This is an optimization exercise on Yosys and OpenROAD, whose aim is small area and a short achievable clock period, not a production implementation. Where RTL was checked, it was by simulation tests only, not by an equivalence proof against the original. The clock input has no modelled driver; a real chip could not lean on it and would need a root buffer or a full tree.

==> module adders_top, before the edit <==
module adders_top (
    input  wire        clk,
    input  wire        rst_n,
    input  wire        a_bit_in,            
    input  wire        b_bit_in,            
    input  wire        cin_in,              
    input  wire        start_in,            
    output reg  [63:0] sum_out,
    output reg         cout_out,
    output wire        ready_out            
);
    localparam [6:0] SEED = 7'd121;    
    reg       a_q, b_q;
    reg [6:0] cnt;
    reg       busy;
    reg       ready_q;
    wire at_seed = cnt[6] & cnt[5] & cnt[4] & cnt[3];
    wire at_s1   = cnt[6] & cnt[5] & cnt[4] & !cnt[0];
    wire last    = cnt[6] & cnt[2] & cnt[1] & cnt[0];
    wire a_m = a_q & !at_s1;
    wire b_m = b_q | at_s1;
    always @(posedge clk) begin
        a_q      <= a_bit_in;
        b_q      <= b_bit_in;
        sum_out  <= {a_m ^ b_m ^ cout_out, sum_out[63:1]};
        cout_out <= at_seed ? cin_in : ((a_m & b_m) | (cout_out & (a_m | b_m)));
    end
    always @(posedge clk) begin
        if (busy)
            cnt <= {cnt[5:0], cnt[3] ^ cnt[6]};
        else
            cnt <= SEED;
    end
    always @(posedge clk or negedge rst_n) begin
        if (!rst_n) begin
            busy    <= 1'b0;
            ready_q <= 1'b0;
        end else begin
            busy    <= busy ? !last : start_in;
            ready_q <= busy & last;
        end
    end
    assign ready_out = ready_q;
endmodule
export LEC_CHECK = 0
export CAP_MARGIN = 20
export CORE_AREA = 2 2 59 59
export DIE_AREA = 0 0 61 61
export SLEW_MARGIN = 20
create_clock -name core_clock -period 4.0 [get_ports {clk}]
standard.sh (not shown) runs the stock make flow with config.mk's settings and CLKGATE_MAP_FILE= SYNTH_SCRIPT=/design/flow/synth_recipe.tcl, a recipe that flattens the netlist after the stock synthesis.
==> flow/flow/run.sh <==
#!/bin/bash
set -euo pipefail
HERE=$(pwd)
bash standard.sh BUFFER_PORTS_ARGS="-buffer_cell sky130_fd_sc_hd__buf_1" \
  POST_CTS_TCL="$HERE/flow/clock.tcl" finish > standard.log 2>&1
Other scripts of this flow, unchanged in this note and not shown: flow/flow/clock.tcl
The baseline ran to the end with no violations.
Next try:
--- a/flow/design.v
+++ b/flow/design.v
@@ -264,25 +264,22 @@
     output reg         cout_out,
     output wire        ready_out            
 );
-    localparam [6:0] SEED = 7'd121;    
+    localparam [6:0] SEED = 7'd115;    
     reg       a_q, b_q;
     reg [6:0] cnt;
     reg       busy;
     reg       ready_q;
-    wire at_seed = cnt[6] & cnt[5] & cnt[4] & cnt[3];
-    wire at_s1   = cnt[6] & cnt[5] & cnt[4] & !cnt[0];
-    wire last    = cnt[6] & cnt[2] & cnt[1] & cnt[0];
-    wire a_m = a_q & !at_s1;
-    wire b_m = b_q | at_s1;
+    wire at_seed = cnt[6] & cnt[5] & cnt[4] & cnt[0];
+    wire last    = cnt[3] & cnt[2] & cnt[1] & cnt[0];
     always @(posedge clk) begin
-        a_q      <= a_bit_in;
-        b_q      <= b_bit_in;
-        sum_out  <= {a_m ^ b_m ^ cout_out, sum_out[63:1]};
-        cout_out <= at_seed ? cin_in : ((a_m & b_m) | (cout_out & (a_m | b_m)));
+        a_q      <= at_seed ? cin_in : a_bit_in;
+        b_q      <= at_seed ? cin_in : b_bit_in;
+        sum_out  <= {a_q ^ b_q ^ cout_out, sum_out[63:1]};
+        cout_out <= (a_q & b_q) | (cout_out & (a_q | b_q));
     end
     always @(posedge clk) begin
         if (busy)
-            cnt <= {cnt[5:0], cnt[3] ^ cnt[6]};
+            cnt <= {cnt[5:0], cnt[2] ^ cnt[6]};
         else
             cnt <= SEED;
     end
Result: The new run produced a clean layout; worst setup slack stays flat; global-route usage came out higher by 1.3 points; die area is unchanged; design area came out lower slightly; utilization came out lower by 0.69 points; synthesized area came out lower slightly; worst hold slack is better by 3.3 ps.
For the first run of this note, only the layout was checked, not whether the RTL still works. In every run of this note, the design's own scripts or RTL, not TritonCTS, make the clock network.

* * *

## job 5669
RTL: one of the versions met above, not the one the previous note started from.
Size in the first run: about 76 flip-flops.
==> module adders_top, before the edit <==
module adders_top (
    input  wire        clk,
    input  wire        rst_n,
    input  wire        a_bit_in,            
    input  wire        b_bit_in,            
    input  wire        cin_in,              
    input  wire        start_in,            
    output reg  [63:0] sum_out,
    output reg         cout_out,
    output wire        ready_out            
);
    localparam [6:0] SEED = 7'd115;    
    reg       a_q, b_q;
    reg [6:0] cnt;
    reg       busy;
    reg       ready_q;
    wire at_seed = cnt[6] & cnt[5] & cnt[4] & cnt[0];
    wire last    = cnt[3] & cnt[2] & cnt[1] & cnt[0];
    always @(posedge clk) begin
        a_q      <= at_seed ? cin_in : a_bit_in;
        b_q      <= at_seed ? cin_in : b_bit_in;
        sum_out  <= {a_q ^ b_q ^ cout_out, sum_out[63:1]};
        cout_out <= (a_q & b_q) | (cout_out & (a_q | b_q));
    end
    always @(posedge clk) begin
        if (busy)
            cnt <= {cnt[5:0], cnt[2] ^ cnt[6]};
        else
            cnt <= SEED;
    end
    always @(posedge clk or negedge rst_n) begin
        if (!rst_n) begin
            busy    <= 1'b0;
            ready_q <= 1'b0;
        end else begin
            busy    <= busy ? !last : start_in;
            ready_q <= busy & last;
        end
    end
    assign ready_out = ready_q;
endmodule
clock: 4.0 ns
lec_check: 0
cap_margin: 20
core_area: 2 2 59 59
die_area: 0 0 61 61
slew_margin: 20
==> flow/flow/run.sh <==
#!/bin/bash
set -euo pipefail
HERE=$(pwd)
bash standard.sh BUFFER_PORTS_ARGS="-buffer_cell sky130_fd_sc_hd__buf_1" \
  PRE_IO_PLACEMENT_TCL="$HERE/flow/pins.tcl" \
  POST_CTS_TCL="$HERE/flow/clock.tcl" finish > standard.log 2>&1
Other scripts of this flow, unchanged in this note and not shown: flow/flow/clock.tcl, flow/flow/pins.tcl
Job 5669 completed; timing, DRC and antenna clean
What job 5453 does differently from job 5669 at the input level:
-- flow/design.v --
<<< job 5669, line 265
    output wire        ready_out            
);
    localparam [6:0] SEED = 7'd115;    
    reg       a_q, b_q;
    reg [6:0] cnt;
    reg       busy;
    reg       ready_q;
    wire at_seed = cnt[6] & cnt[5] & cnt[4] & cnt[0];
    wire last    = cnt[3] & cnt[2] & cnt[1] & cnt[0];
    always @(posedge clk) begin
        a_q      <= at_seed ? cin_in : a_bit_in;
>>> job 5453, line 265
    output wire        ready_out            
);
    localparam [6:0] SEED = 7'd127;    
    reg       a_q, b_q;
    reg [6:0] cnt;
    reg       busy;
    reg       ready_q;
    wire at_seed = cnt[5] & cnt[4] & cnt[2] & cnt[0];
    wire last    = cnt[5] & !cnt[4] & cnt[3] & !cnt[2] & cnt[0];
    always @(posedge clk) begin
        a_q      <= at_seed ? cin_in : a_bit_in;
<<< job 5669, line 280
    always @(posedge clk) begin
        if (busy)
            cnt <= {cnt[5:0], cnt[2] ^ cnt[6]};
        else
            cnt <= SEED;
>>> job 5453, line 280
    always @(posedge clk) begin
        if (busy)
            cnt <= ~{cnt[5:0], cnt[0] ^ cnt[6]};
        else
            cnt <= SEED;
### Flow results
- Delta (job 5453 minus job 5669): global-route track usage on met3 increased by 2.1 points relative to the old numbers; area overhead of the layout relative to synthesis decreased by 0.38 points relative to the old numbers; first-iteration DRC count increased by about 3.3% relative to the old numbers.
- There was hardly any difference in peak per-stage delay on the critical path between job 5453 and job 5669.
- Total die area: job 5453 vs job 5669 identical
- Job 5453 gives less core utilization than job 5669 did.
- On final critical-path setup slack, job 5453 tracks job 5669 almost exactly.
- Overall routing resource usage ends up lower on job 5453.
- On clock period minus worst slack, job 5453 and job 5669 are neck and neck.
- In job 5453 the final weighted congestion of routability-driven global placement turned out 1.9% higher than in job 5669.
- Job 5453 ends up with lower simple-gate share of the synthesized area than job 5669 does.
- The final layout from job 5453, which completed every stage, passed the timing, DRC and antenna checks at the end of the flow.
In every run of this note, the design's own scripts or RTL, not TritonCTS, make the clock network.

* * *

## 01-17
Another version of the RTL of adders_top (not shown whole).
Size in the first run: about 110 cells after synthesis, ~76 flip-flops, ~1800 sq um of cells after synthesis.
==> module adders_top, before the edit <==
module adders_top (
    input  wire        clk,
    input  wire        rst_n,
    input  wire        a_bit_in,            
    input  wire        b_bit_in,            
    input  wire        cin_in,              
    input  wire        start_in,            
    output reg  [63:0] sum_out,
    output reg         cout_out,
    output wire        ready_out            
);
    reg       s_q;
    reg       c;
    reg [6:0] cnt;
    reg       busy;
    reg       ready_q;
    wire load_cin = (cnt == 7'd62);
    wire last     = (cnt == 7'd127);
    always @(posedge clk) begin
        s_q      <= a_bit_in ^ b_bit_in ^ c;
        c        <= load_cin ? cin_in : ((a_bit_in & b_bit_in) | (c & (a_bit_in | b_bit_in)));
        sum_out  <= {s_q, sum_out[63:1]};
        cout_out <= c;
    end
    always @(posedge clk) begin
        if (busy)
            cnt <= cnt + 7'd1;
        else
            cnt <= 7'd62;
    end
    always @(posedge clk or negedge rst_n) begin
        if (!rst_n) begin
            busy    <= 1'b0;
            ready_q <= 1'b0;
        end else begin
            busy    <= busy ? !last : start_in;
            ready_q <= busy & last;
        end
    end
    assign ready_out = ready_q;
endmodule
clock: 4.0 ns
lec_check: 0
cap_margin: 20
core_margin: 2
core_utilization: 40
slew_margin: 20
==> flow/flow/run.sh <==
#!/bin/bash
set -euo pipefail
HERE=$(pwd)
bash standard.sh BUFFER_PORTS_ARGS="-buffer_cell sky130_fd_sc_hd__buf_1" \
  POST_CTS_TCL="$HERE/flow/clock.tcl" finish > standard.log 2>&1
Other scripts of this flow, unchanged in this note and not shown: flow/flow/clock.tcl
Relative to 01-17, the following input files were edited for 08-24:
-- flow/design.v --
<<< 01-17, line 265
    output wire        ready_out            
);
    reg       s_q;
    reg       c;
    reg [6:0] cnt;
    reg       busy;
    reg       ready_q;
    wire load_cin = (cnt == 7'd62);
    wire last     = (cnt == 7'd127);
    always @(posedge clk) begin
        s_q      <= a_bit_in ^ b_bit_in ^ c;
        c        <= load_cin ? cin_in : ((a_bit_in & b_bit_in) | (c & (a_bit_in | b_bit_in)));
        sum_out  <= {s_q, sum_out[63:1]};
        cout_out <= c;
    end
    always @(posedge clk) begin
        if (busy)
            cnt <= cnt + 7'd1;
        else
            cnt <= 7'd62;
    end
    always @(posedge clk or negedge rst_n) begin
>>> 08-24, line 265
    output wire        ready_out            
);
    localparam [6:0] SEED = 7'b0010101;    
    reg       s_q;
    reg       ci;
    reg [6:0] cnt;
    reg       busy;
    reg       ready_q;
    wire first = cnt[3] & !cnt[2] & cnt[1] & cnt[0];    
    wire last  = cnt[6] & !cnt[5] & cnt[1] & !cnt[0];   
    wire c_in = first ? ci : cout_out;
    wire a_m  = a_bit_in & !last;
    wire b_m  = b_bit_in | last;
    always @(posedge clk) begin
        ci       <= cin_in;
        s_q      <= a_m ^ b_m ^ c_in;
        cout_out <= (a_m & b_m) | (c_in & (a_m | b_m));
        sum_out  <= {s_q, sum_out[63:1]};
    end
    always @(posedge clk) begin
        if (busy)
            cnt <= {cnt[5:0], cnt[6] ^ cnt[0]};
        else
            cnt <= SEED;
    end
    always @(posedge clk or negedge rst_n) begin
==> comparison <==
Between 01-17 and 08-24, worst setup slack is lower for 08-24, 01-17 comes in above that. Summary of 08-24 over 01-17: sum of net half-perimeters after detailed placement rose by 0.36%, clock skew shrank by 0.0032 ns. Per the comparison of 08-24 with 01-17, die area decreased by about 4.6% relative to the old numbers, first-iteration DRC count decreased by about 30% relative to the old numbers, height of the die decreased by 2.4% relative to the old numbers. In 08-24 the register-to-register setup slack turned out 0.11 ns lower than in 01-17. NOTE: utilization in 08-24 exceeds that of 01-17.
For 08-24, only the layout was checked, not whether the RTL still works. In every run of this note, the design's own scripts or RTL, not TritonCTS, make the clock network.

## separate check: timing with driven ports
Ports are ideal in the flow. The routed layouts listed here were re-timed in OpenROAD.
Step 1, drivers: a clkbuf_16 drives clk and a buf_2 each remaining input, both assumed.
Step 2 adds t to the input delays and takes it off the output delays; t is the mean of the earliest and latest rising clock arrival at the registers after step 1. Input paths then give back, and output paths get back, about the clock's delay inside the block.
a / b / c = no drivers / after step 1 / after step 2; a / b = the first two.
| run | shift t [ns] | setup slack, ns | worst setup path at the end | slew at the worst register clock pin (ns) |
|---|---|---|---|---|
| the first run of note 1 | 0.182 | 2.564 / 2.494 / 2.676 | register to output | 0.07 / 0.07 |
| the second run of note 1 | 0.183 | 2.565 / 2.492 / 2.675 | register to output | 0.07 / 0.07 |
| job 5669 | 0.181 | 2.570 / 2.500 / 2.682 | register to output | 0.07 / 0.07 |
| job 5453 | 0.182 | 2.572 / 2.500 / 2.682 | register to output | 0.07 / 0.07 |
| 01-17 | 0.206 | 2.491 / 2.487 / 2.334 | input to register | 0.07 / 0.07 |
| 08-24 | 0.204 | 2.480 / 2.457 / 2.325 | input to register | 0.07 / 0.07 |
After both steps setup and hold are still met in every run listed. The setup slack of 01-17, which loses most, moves by -0.004 ns with the drivers and by -0.157 ns with both steps.
